Context: an optimization exercise on an open-source flow, tuned for small area and a short achievable clock period. The choices shown serve that exercise and are no tape-out recipe.
Where RTL was checked, it was by simulation tests only, not by an equivalence proof against the original.
The RTL of run 1 was laid out without a check of its function.

## flow/design.v (module list and top-level ports; edited modules follow where they fit)
// module fifo: 65 lines
// module multiplier: 2959 lines
// module adder: 132 lines
// module component: 55 lines
module component (
    input  wire         clk,
    input  wire         rst,
    input  wire [31:0]  fifo1_data_in,
    input  wire [31:0]  fifo2_data_in,
    input  wire [31:0]  fifo3_data_in,
    input  wire         fifo1_write_en,
    input  wire         fifo2_write_en,
    input  wire         fifo3_write_en,
    input  wire         fifo1_read_en,
    input  wire         fifo2_read_en,
    input  wire         fifo3_read_en,
    output wire [31:0]  result_out,
    output wire         fifo1_empty,
    output wire         fifo2_empty,
    output wire         fifo3_empty,
    output wire         fifo1_full,
    output wire         fifo2_full,
    output wire         fifo3_full
);
  // ...
==> flow/flow/run.sh <==
#!/bin/bash
set -euo pipefail
MARGIN=${MARGIN:-6}
bash standard.sh \
  SETUP_SLACK_MARGIN=$MARGIN \
  "CTS_ARGS=-sink_clustering_enable -repair_clock_nets -dont_use_dummy_load -buf_list sky130_fd_sc_hd__clkbuf_16 -sink_clustering_size 30 -sink_clustering_max_diameter 100" \
  "BUFFER_PORTS_ARGS=-buffer_cell sky130_fd_sc_hd__buf_2" \
  finish > make_finish.log 2>&1
==> flow/standard.sh <==
#!/bin/bash
# synth_recipe.tcl (not shown) runs the flow's synth.tcl, then flattens the netlist and writes it again
# the make line also repeats each setting of config.mk as NAME=value (left out here)
make -C /OpenROAD-flow-scripts/flow DESIGN_CONFIG=/design/flow/config.mk WORK_HOME=/design/flow/orfs CLKGATE_MAP_FILE= SYNTH_SCRIPT=/design/flow/synth_recipe.tcl "${@:-finish}"
==> flow/config.mk <==
export PLATFORM = sky130hd
export DESIGN_NAME = component
export DESIGN_NICKNAME = component
export VERILOG_FILES = /design/flow/design.v
export SDC_FILE = /design/flow/constraint.sdc
export NUM_CORES = 4
export LEC_CHECK = 0
export CAP_MARGIN = 20
export CORE_MARGIN = 2
export CORE_UTILIZATION = 45
export PLACE_DENSITY = 0.6
export SLEW_MARGIN = 20
==> flow/constraint.sdc <==
create_clock -name core_clock -period 13.0 [get_ports {clk}]
set_input_delay 2.6000 -clock core_clock [delete_from_list [all_inputs] [get_ports {clk}]]
set_output_delay 2.6000 -clock core_clock [all_outputs]
set_load 0.01 [all_outputs]
==> results.sh, run 1 <==
export IMPL_outcome="timing/DRC/antenna clean"
export IMPL_fin_skew_ns=0.1132
export IMPL_use_met3_pct=4.180
export IMPL_dp_cells=7639
export IMPL_drc=0
export IMPL_fin_area_mm2=0.08293
export IMPL_critPathTopFamily="adder cells"
export IMPL_die_h_um=416.4
export IMPL_grt_busiest_layer="met2"
export IMPL_critPathArrivalTime_ns=7.45
export IMPL_setup_tns_ns=0
export IMPL_cpMostUsedCell="fa_1"
export IMPL_postCtsHoldBufs=0
export IMPL_dieArea_mm2=0.1734
export IMPL_use_met2_pct=43.53
export IMPL_drt_initial_drc_count=5675
export IMPL_root_buffer="clkbuf_16"
export IMPL_multi_input_gates=2817
export IMPL_post_dp_cell_area_mm2=0.08046
export IMPL_reg_top3="fifo1_inst.memory x480, fifo2_inst.memory x480, fifo3_inst.memory x480"
export IMPL_startpoint="fifo2_read_en"
export IMPL_synthesis_area_mm2=0.07653
export IMPL_antenna_found_initial=25
export IMPL_fin_util_pct=49.05
export IMPL_cts_buffers=72
export IMPL_grt_pass1_wl_um=327800
export IMPL_multi_input_area_share_pct=28.47
export IMPL_synth_fp_nets=6047
export IMPL_num_rows=151
export IMPL_hpwl_um=134700
export IMPL_met2WireLength_um=110500
export IMPL_wl_met3_um=18500
export IMPL_fillers=14442
export IMPL_syn_area_per_cell_um2=14.10
export IMPL_r2r_cells=18
export IMPL_worstHoldPathType="reg2reg"
export IMPL_gp_congestion=0.9231
export IMPL_rsz0062_at_grt="yes"
export IMPL_synthDistinctLibCells=57
export IMPL_yosysMostFrequentCell="edfxtp_1"
==> module fifo, before the edit <==
module fifo #(
    parameter DATA_WIDTH = 32
) (
    input  wire                   clk,
    input  wire                   rst,
    input  wire                   wr_en,
    input  wire                   re_en,
    input  wire [DATA_WIDTH-1:0]  data_in,
    output wire [DATA_WIDTH-1:0]  next_head,
    output wire                   empty,
    output wire                   full
);
    localparam MDEPTH = 15;
    reg [DATA_WIDTH-1:0] memory [0:MDEPTH-1];
    reg [DATA_WIDTH-1:0] head;
    reg [3:0] wr_ptr;
    reg [MDEPTH-1:0] rd_sel;    
    reg [4:0] count;
    reg empty_reg;
    reg full_reg;
    reg one_reg;
    reg many_reg;
    integer i;
    wire wr_fire = wr_en && !full_reg;
    wire rd_fire = re_en && !empty_reg;
    wire ld_din = wr_en && (empty_reg || (re_en && one_reg));
    wire ld_mem = re_en && many_reg;
    wire push   = wr_fire && !ld_din;
    reg [DATA_WIDTH-1:0] mem_out;
    always @* begin
        mem_out = {DATA_WIDTH{1'b0}};
        for (i = 0; i < MDEPTH; i = i + 1)
            mem_out = mem_out | (memory[i] & {DATA_WIDTH{rd_sel[i]}});
    end
    assign next_head = ld_din ? data_in : (ld_mem ? mem_out : head);
    wire [4:0] count_next = count + {4'd0, wr_fire} - {4'd0, rd_fire};
    always @ (posedge clk or posedge rst) begin
        if (rst) begin
            wr_ptr    <= 4'd0;
            rd_sel    <= {{(MDEPTH-1){1'b0}}, 1'b1};
            count     <= 5'd0;
            empty_reg <= 1'b1;
            full_reg  <= 1'b0;
            one_reg   <= 1'b0;
            many_reg  <= 1'b0;
        end else begin
            if (push)
                wr_ptr <= (wr_ptr == MDEPTH - 1) ? 4'd0 : wr_ptr + 4'd1;
            if (ld_mem)
                rd_sel <= {rd_sel[MDEPTH-2:0], rd_sel[MDEPTH-1]};
            count     <= count_next;
            empty_reg <= (count_next == 5'd0);
            full_reg  <= (count_next == 5'd16);
            one_reg   <= (count_next == 5'd1);
            many_reg  <= (count_next >= 5'd2);
        end
    end
    always @ (posedge clk) begin
        head <= next_head;
        if (push)
            memory[wr_ptr] <= data_in;
    end
    assign empty = empty_reg;
    assign full  = full_reg;
endmodule
==> run 2: changes to the inputs <==
--- a/flow/design.v
+++ b/flow/design.v
@@ -12,7 +12,8 @@
 );
-    localparam MDEPTH = 15;
+    localparam MDEPTH = 14;
     reg [DATA_WIDTH-1:0] memory [0:MDEPTH-1];
-    reg [DATA_WIDTH-1:0] head;
+    reg [DATA_WIDTH-1:0] head;       
+    reg [DATA_WIDTH-1:0] second;     
     reg [3:0] wr_ptr;
-    reg [MDEPTH-1:0] rd_sel;    
+    reg [MDEPTH-1:0] rd_sel;         
     reg [4:0] count;
@@ -20,4 +21,5 @@
     reg full_reg;
-    reg one_reg;
-    reg many_reg;
+    reg one_reg;                     
+    reg two_reg;                     
+    reg many_reg;                    
     integer i;
@@ -25,5 +27,8 @@
     wire rd_fire = re_en && !empty_reg;
-    wire ld_din = wr_en && (empty_reg || (re_en && one_reg));
-    wire ld_mem = re_en && many_reg;
-    wire push   = wr_fire && !ld_din;
+    wire ld_din  = wr_en && (empty_reg || (re_en && one_reg));
+    wire ld_sec  = re_en && (two_reg || many_reg);
+    wire sec_din = wr_en && ((one_reg && !re_en) || (two_reg && re_en));
+    wire pop     = re_en && many_reg;
+    wire push    = wr_fire && !ld_din && !sec_din;
+    assign next_head = ld_din ? data_in : (ld_sec ? second : head);
     reg [DATA_WIDTH-1:0] mem_out;
@@ -34,3 +39,2 @@
     end
-    assign next_head = ld_din ? data_in : (ld_mem ? mem_out : head);
     wire [4:0] count_next = count + {4'd0, wr_fire} - {4'd0, rd_fire};
@@ -44,2 +48,3 @@
             one_reg   <= 1'b0;
+            two_reg   <= 1'b0;
             many_reg  <= 1'b0;
@@ -48,3 +53,3 @@
                 wr_ptr <= (wr_ptr == MDEPTH - 1) ? 4'd0 : wr_ptr + 4'd1;
-            if (ld_mem)
+            if (pop)
                 rd_sel <= {rd_sel[MDEPTH-2:0], rd_sel[MDEPTH-1]};
@@ -54,3 +59,4 @@
             one_reg   <= (count_next == 5'd1);
-            many_reg  <= (count_next >= 5'd2);
+            two_reg   <= (count_next == 5'd2);
+            many_reg  <= (count_next >= 5'd3);
         end
@@ -59,2 +65,6 @@
         head <= next_head;
+        if (sec_din)
+            second <= data_in;
+        else if (pop)
+            second <= mem_out;
         if (push)
--- a/flow/flow/run.sh
+++ b/flow/flow/run.sh
@@ -2,3 +2,3 @@
 set -euo pipefail
-MARGIN=${MARGIN:-6}
+MARGIN=${MARGIN:-7.5}
 bash standard.sh \
==> run 2 against run 1 <==
Against the previous run: synthesized cell count is 1.2% lower; clock skew fell by 0.028 ns; critical path depth fell by 6; non-clock buffer count rose by 261; final area is 7.8% higher; via count increased by 2.0%; register-to-register slack gained 1.0 ns; largest cell class unchanged.
==> results.sh, run 2 <==
export IMPL_io_pins=142
export IMPL_met1_usage_pct=36.35
export IMPL_yosys_top_cells_area="edfxtp_1 56%, fa_1 11%, dfxtp_1 6.3%, a221oi_1 3.3%, nor2_1 3.0%"
export IMPL_clock_latency_ns=0.75
export IMPL_synth_ff_type="edfxtp_1"
export IMPL_grt_use_total_pct=26.74
export IMPL_drc=0
export IMPL_cts_tree="built"
export IMPL_cts_buffer_depth=3
export IMPL_ant_nets=0
export IMPL_multi_input_area_mm2=0.02596
export IMPL_synth_fp_nets=5980
export IMPL_dieArea_mm2=0.1750
export IMPL_synth_top_cell_area_share_pct=56.14
export IMPL_use_met3_pct=3.778
export IMPL_worst_slew_pin_slew_ns=1.082
export IMPL_reg_top3="fifo1_inst.memory x448, fifo2_inst.memory x448, fifo3_inst.memory x448"
export IMPL_maxClockFrequency_ghz=0.1501
export IMPL_layout_drive_gt1_share_pct=21.18
export IMPL_root_buffer="clkbuf_16"
export IMPL_die_h_um=418.3
export IMPL_worstPathRequired_ns=10.40
export IMPL_vias=47477
export IMPL_path_max_fanout=5
export IMPL_cts_sinks=1770
export IMPL_regArea_mm2=0.05032
export IMPL_fin_skew_ns=0.08522
export IMPL_finalNonFillerCells=7976
export IMPL_grt_pass1_vias=47896
export IMPL_synthesis_area_mm2=0.07724
export IMPL_synth_common_cells="1,444 x edfxtp_1, 609 x nor2_1, 548 x inv_1, 439 x fa_1, 313 x nand2_1"
export IMPL_drt_initial_drc_count=5468
export IMPL_final_common_cell="edfxtp_1"
export IMPL_cts_buffers=73
export IMPL_gp_congestion=0.9202
export IMPL_grt_max_degree=66
export IMPL_area_delta_synth_final_pct=15.78
export IMPL_critPathTopFamily="compound AO/OA/AOI/OAI gates"
export IMPL_synthCells=5361
export IMPL_yosysMostFrequentCell="edfxtp_1"
export IMPL_rsz0062_at_grt="yes"
export IMPL_portBuffers=141
export IMPL_rrSetupSlack_ns=7.88
export IMPL_setup_viol=0
export IMPL_crit_type="reg2out"
export IMPL_antenna_found_initial=21
export IMPL_yosysTopAreaCell="edfxtp_1"
export IMPL_routed_wl_um=234700
export IMPL_synthDistinctLibCells=61
export IMPL_drv_slew=0
export IMPL_path_cells="fa_1 > ha_4 > a21o_1 > a21oi_2 > nand4_1 > a31oi_4 > buf_12 > o211ai_4 > a221o_2 > a2111o_1 > nand3_2 > buf_6"
export IMPL_overflow=0
export IMPL_yosysWarnings=2
export IMPL_synth_edf_count=1444
export IMPL_dp_cells=7582
export IMPL_slew_headroom_pct=27.89
export IMPL_cp_slowest_cell="fa_1"
export IMPL_postCtsHoldBufs=0
export IMPL_hold_viol=0
export IMPL_ys_ff_latch=1770
export IMPL_drt_vias_per_instance=5.952
export IMPL_grt_busiest_layer="met2"
export IMPL_critPathArrivalTime_ns=4.06
export IMPL_syn_area_per_cell_um2=14.41
export IMPL_cts_clk_slew_worst_paths_ns=0.11
export IMPL_final_cell_mix="1,444 x edfxtp_1, 498 x nor2_1, 457 x inv_1"
export IMPL_grt_pass1_wl_um=339400
export IMPL_htreeDepth=3
export IMPL_setup_tns_ns=0
export IMPL_fillers=13838
export IMPL_synth_seq_area_share_pct=65.15
export IMPL_period_share_pct=51.25
export IMPL_die_w_um=418.3
export IMPL_outcome="timing/DRC/antenna clean"
export IMPL_drt_pass1_iterations=6
export IMPL_endpoint_kind="primary output"
export IMPL_hpwl_um=136800
export IMPL_initial_core_util_pct=45.17
export IMPL_worst_path_largest_cell_delay_ns=0.58
export IMPL_path_buf_inv=2
export IMPL_wire_per_inst_um=29.43
export IMPL_worstHoldPathType="reg2reg"
export IMPL_use_met2_pct=44.20
export IMPL_core_area_mm2=0.1710
export IMPL_fin_nets=6357
export IMPL_synthArstFlopShare_pct=4.746
export IMPL_num_rows=152
export IMPL_cap_violations=0
export IMPL_start_kind="flop"
export IMPL_period_minus_slack_ns=6.662
## run 2: cell count changes in the layout (fill, tap and decap cells not counted), sizes merged, moves of 41 or more
cell    previous run  this run
a21oi            176       135
a221oi            57       290
a22o              56       192
a22oi            530       192
a41oi              0        97
buf              333       578
mux2               0        44
mux2i              0        73
nand2            396       313
nand3             57         9
nand4            123         3
nor2             444       609
nor3              76        19
o22ai             41         0
## run 2: cell families after synthesis
family,after synthesis,synth area share [%]
AO/OA/AOI/OAI,1004,10.20
buffers and inverters,848,4.150
multiplexers,117,1.588
XOR/XNOR,105,1.191
AND/OR/NAND/NOR,1002,5.113
flip-flops,1770,65.15
adder cells (fa/ha/maj),515,12.61
## run 2: worst register-to-register path, stage by stage (launching register included)
cell and delay [ns]:
dfstp_2 0.60, a21oi_4 0.05, nor2b_4 0.13, buf_12 0.14
buf_6 0.17, buf_12 0.16, buf_4 0.14, nor2_4 0.04
a21oi_4 0.16, buf_12 0.15, clkinvlp_4 0.21, nand2_4 0.14
fa_1 0.44, fa_1 0.59, fa_2 0.46, fa_2 0.55
inv_2 0.04, fa_2 0.35, fa_2 0.52
## run 2: worst paths after layout
check / endpoint / cells after the start / start
max: result_out[24] / 12 / rows[25]
min: fifo2_inst.rd_sel[13] / 1 / fifo2_inst.rd_sel[12]
max reg2reg: rows[85] / 18 / fifo2_inst.empty_reg
min reg2reg: fifo2_inst.rd_sel[13] / 1 / fifo2_inst.rd_sel[12]
max in group asynchronous: fifo3_inst.rd_sel[12] / 3 / rst
min in group asynchronous: fifo1_inst.count[2] / 2 / rst
## run 2: final cells by class
type	count	share of cell area, %
antenna	7	0.01959
clock buffer	73	2.043
inverter	555	2.545
multi-input combinational	2744	29.04
sequential	1770	56.27
tap	2233	3.124
timing repair buffer	594	6.964
## run 2: metrics by stage
stage | area, um2 | hold WS [ns] | worst slack [ns] | util [%]
after global routing | 89420 | 0.5350 | 6.200 | 52.30
after global placement | 81380 | 0.4898 | 4.386 | 47.60
after CTS | 88430 | 0.5194 | 6.190 | 51.72
after floorplan | 77800 | 0.4810 | 6.160 | -
after detailed placement | 81410 | 0.4936 | 4.279 | 47.62
final | 89420 | 0.5161 | 6.338 | 52.30
## run 2: repair_timing
| action | CTS | global route |
|---|---|---|
| gates resized for setup | 550 | 170 |
| endpoints found under the setup margin | 116 | 93 |
| setup buffers | 230 | 47 |
| pin swaps | 155 | 118 |
| gates cloned | 34 | 3 |
## run 2: layer usage
layer | share of wire (%) | up-vias
li1 | - | 20005
met1 | 40 | 24880
met2 | 48 | 2128
met3 | 7.8 | 452
met4 | 4.0 | 12
met5 | 0.030 | -
==> run 3: changes to the inputs <==
--- a/flow/design.v
+++ b/flow/design.v
@@ -17,3 +17,3 @@
     reg [3:0] wr_ptr;
-    reg [MDEPTH-1:0] rd_sel;         
+    reg [3:0] rd_ptr;
     reg [4:0] count;
@@ -37,3 +37,3 @@
         for (i = 0; i < MDEPTH; i = i + 1)
-            mem_out = mem_out | (memory[i] & {DATA_WIDTH{rd_sel[i]}});
+            mem_out = mem_out | (memory[i] & {DATA_WIDTH{rd_ptr == i}});
     end
@@ -43,3 +43,3 @@
             wr_ptr    <= 4'd0;
-            rd_sel    <= {{(MDEPTH-1){1'b0}}, 1'b1};
+            rd_ptr    <= 4'd0;
             count     <= 5'd0;
@@ -54,3 +54,3 @@
             if (pop)
-                rd_sel <= {rd_sel[MDEPTH-2:0], rd_sel[MDEPTH-1]};
+                rd_ptr <= (rd_ptr == MDEPTH - 1) ? 4'd0 : rd_ptr + 4'd1;
             count     <= count_next;
==> flow/flow/run.sh (replaced) <==
#!/bin/bash
set -euo pipefail
MARGIN=${MARGIN:-6.3}
bash standard.sh \
  SETUP_SLACK_MARGIN=$MARGIN \
  "CTS_ARGS=-sink_clustering_enable -repair_clock_nets -dont_use_dummy_load -buf_list sky130_fd_sc_hd__clkbuf_16 -sink_clustering_size 27 -sink_clustering_max_diameter 90" \
  "BUFFER_PORTS_ARGS=-buffer_cell sky130_fd_sc_hd__buf_2" \
  finish > make_finish.log 2>&1
--- a/flow/config.mk
+++ b/flow/config.mk
@@ -9,4 +9,4 @@
 export CORE_MARGIN = 2
-export CORE_UTILIZATION = 45
-export PLACE_DENSITY = 0.6
+export CORE_UTILIZATION = 55
+export PLACE_DENSITY = 0.7
 export SLEW_MARGIN = 20
==> run 3 against run 2 <==
Against the previous run: setup slack worse by 0.036 ns; sequential cell count decreased by 30; synthesized area fell by 1.0%; final area shrank 6.7%; non-clock buffer count shrank 239; utilization increased by 8.3 points; sequential share of layout area increased by 3.1 points; critical path type is now in2reg; highest routed layer unchanged.
==> results.sh, run 3 <==
export IMPL_vias=47373
export IMPL_path_max_fanout=8
export IMPL_grt_pass1_wl_um=318000
export IMPL_hold_depth=1
export IMPL_cpMostUsedCell="fa_1"
export IMPL_cap_violations=0
export IMPL_crit_type="in2reg"
export IMPL_path_buf_inv=5
export IMPL_final_common_cell="edfxtp_1"
export IMPL_dieArea_mm2=0.1420
export IMPL_wire_per_inst_um=30.28
export IMPL_antenna_found_initial=36
export IMPL_synth_top_cell_area_share_pct=56.71
export IMPL_rsz0062_at_grt="yes"
export IMPL_r2r_cells=15
export IMPL_synth_seq_area_share_pct=64.82
export IMPL_root_buffer="clkbuf_16"
export IMPL_start_kind="primary input"
export IMPL_path_cells="buf_2 > o21ai_4 > buf_12 > mux2i_1 > nor2_2 > a21oi_4 > buf_4 > nor2_1 > fa_1 > inv_1 > fa_1 > fa_1 > fa_1 > inv_1 > fa_1 > fa_1"
export IMPL_synthArstFlopShare_pct=3.103
export IMPL_worst_path_largest_cell_delay_ns=0.59
export IMPL_ant_nets=0
export IMPL_cts_sinks=1740
export IMPL_drv_slew=0
export IMPL_grt_max_degree=66
export IMPL_rrSetupSlack_ns=7.65
export IMPL_grt_pass1_vias=46985
export IMPL_io_pins=142
export IMPL_drt_pass1_iterations=8
export IMPL_maxClockFrequency_ghz=0.1493
export IMPL_yosysWarnings=2
export IMPL_drt_vias_per_instance=6.458
export IMPL_outcome="timing/DRC/antenna clean"
export IMPL_hold_end="fifo1_inst.wr_ptr[0]"
export IMPL_worstHoldPathType="reg2reg"
export IMPL_drt_initial_drc_count=5968
export IMPL_cts_tree="built"
export IMPL_ys_ff_latch=1740
export IMPL_hpwl_um=125700
export IMPL_synth_common_cells="1,444 x edfxtp_1, 637 x nor2_1, 550 x inv_1, 439 x fa_1, 318 x nand2_1"
export IMPL_fin_util_pct=60.61
export IMPL_cp_num_cells=16
export IMPL_layout_drive_gt1_share_pct=11.50
export IMPL_period_share_pct=51.52
export IMPL_critPathArrivalTime_ns=7.25
export IMPL_htreeDepth=3
export IMPL_die_h_um=376.8
export IMPL_yosysMostFrequentCell="edfxtp_1"
export IMPL_die_w_um=376.8
export IMPL_worst_slew_pin_slew_ns=1.178
export IMPL_yosys_top_cells_area="edfxtp_1 57%, fa_1 11%, dfxtp_1 6.3%, a221oi_1 3.3%, nor2_1 3.1%"
export IMPL_portBuffers=141
export IMPL_clock_latency_ns=0.75
export IMPL_critPathTopFamily="adder cells"
export IMPL_num_rows=136
export IMPL_syn_area_per_cell_um2=14.29
export IMPL_cts_clk_slew_worst_paths_ns=0.10
export IMPL_drc=0
export IMPL_endpoint_kind="flop"
export IMPL_synthCells=5352
export IMPL_cts_buffer_depth=3
export IMPL_area_delta_synth_final_pct=9.133
export IMPL_setup_tns_ns=0
export IMPL_cp_slowest_cell="fa_1"
export IMPL_synth_ff_type="edfxtp_1"
export IMPL_fin_skew_ns=0.09126
export IMPL_synthesis_area_mm2=0.07646
export IMPL_min_delay_start="fifo1_inst.wr_ptr[0]"
export IMPL_initial_core_util_pct=55.54
export IMPL_gp_congestion=0.9609
export IMPL_overflow=0
export IMPL_synth_fp_nets=5971
export IMPL_slew_headroom_pct=21.49
export IMPL_hold_viol=0
export IMPL_cts_buffers=77
export IMPL_routed_wl_um=222100
export IMPL_setup_viol=0
export IMPL_worstPathRequired_ns=13.55
export IMPL_r2r_start="fifo1_inst.many_reg"
export IMPL_yosysTopAreaCell="edfxtp_1"
export IMPL_synth_edf_count=1444
export IMPL_grt_use_total_pct=31.05
export IMPL_final_cell_mix="1,444 x edfxtp_1, 580 x nor2_1, 533 x inv_1"
export IMPL_synthDistinctLibCells=58
export IMPL_period_minus_slack_ns=6.698
export IMPL_fin_nets=6153
export IMPL_core_area_mm2=0.1377
export IMPL_reg_top3="fifo1_inst.memory x448, fifo2_inst.memory x448, fifo3_inst.memory x448"
export IMPL_reg2reg_to="rows[76]"
## run 3: changes by cell type after synthesis, sizes merged, moves of 21 or more
cell	change
nor2	+28
clkbuf	-55
buf	+21
nor3	+22
dfrtp	-27
mux2	-40
## run 3: worst register-to-register path, cell delays in order, from the launching register on
cell     delay (ns)
dfrtp_1        0.44
o21ai_4        0.42
buf_12         0.24
mux2i_1        0.27
nor2_2         0.14
a21oi_4        0.27
buf_4          0.23
nor2_1         0.08
fa_1           0.59
inv_1          0.08
fa_1           0.56
fa_1           0.44
fa_1           0.50
inv_1          0.05
fa_1           0.39
fa_1           0.47
## run 3: layer usage
layer / global-route usage [%] / share of wire, % / wire length, um
met1: 42.08 / 37 / 82740
met2: 49.43 / 47 / 103800
met3: 6.587 / 11 / 25070
met4: 12.33 / 4.6 / 10290
met5: 0 / 0.12 / 264
## run 3: repair_timing
action                                  4_1_cts  5_1_grt
setup buffers                                19       47
hold buffers                                  0        0
pin swaps                                     2        6
resized for setup                            37       77
gates cloned                                  9        7
endpoints found under the setup margin       62       26
## run 3: stage by stage
step	instances	hold slack [ns]	worst slack, ns	cell area (um2)
after floorplan	5352	0.4817	6.143	76660
after global placement	7164	0.4999	4.622	80100
after detailed placement	7166	0.5077	4.536	80120
after CTS	7271	0.5257	6.245	82490
after global routing	7334	0.5592	6.259	83440
final	7336	0.5299	6.302	83440
## run 3: cell families after synthesis
group | after synthesis | share of synthesized area, %
xor+xnor | 109 | 1.249
compound gates | 1025 | 10.54
flops | 1740 | 64.82
buf+inv | 816 | 4.063
simple gates | 1070 | 5.579
fa+ha+maj | 515 | 12.74
mux | 77 | 1.015
## run 3: area by class of cell
type / instances / area, um2
Clock buffer: 77 / 1927
Sequential cell: 1740 / 49560
Fill cell: 10230 / 54220
Timing Repair Buffer: 355 / 2755
Multi-Input combinational cell: 2803 / 24770
Inverter: 557 / 2157
Tap cell: 1794 / 2245
Antenna cell: 10 / 25.02
## run 3: worst max-delay path by stage
| stage | startpoint | endpoint | slack (ns) |
|---|---|---|---|
| finish | fifo1_read_en | rows[76] | 6.30 |
| global route | fifo1_read_en | rows[73] | 6.26 |
| CTS | fifo1_read_en | rows[91] | 6.25 |
| detailed placement | fifo1_read_en | rows[85] | 4.54 |
| global placement | fifo1_read_en | rows[82] | 4.62 |
| floorplan | fifo1_read_en | rows[91] | 6.14 |

-- re-timing with driven ports --
In the flow no input, the clock included, has a driving cell. The finished layouts below were timed again as built, in two steps. Step 1: set_driving_cell puts a clkbuf_16 on clk and a buf_2 on each other input, an assumption about the parent block. Step 2 times the ports against the registers' clock, not the clock port: input delays grow and output delays shrink by t, the midpoint of the rising clock arrivals with the driver on. Slacks: no drivers / after step 1 / after step 2; pairs: no drivers / after step 1.
run | t, ns | setup slack, ns | worst data-port slew with drivers (ns)
run 1 | 0.814 | 6.126 / 6.036 / 5.383 | 0.13
run 2 | 0.797 | 6.338 / 6.244 / 5.704 | 0.21
run 3 | 0.785 | 6.302 / 6.365 / 5.579 | 0.20
After both steps setup and hold are still met in every run listed. The setup slack of run 1, which loses most, moves by -0.090 ns with the drivers and by -0.743 ns with both steps.
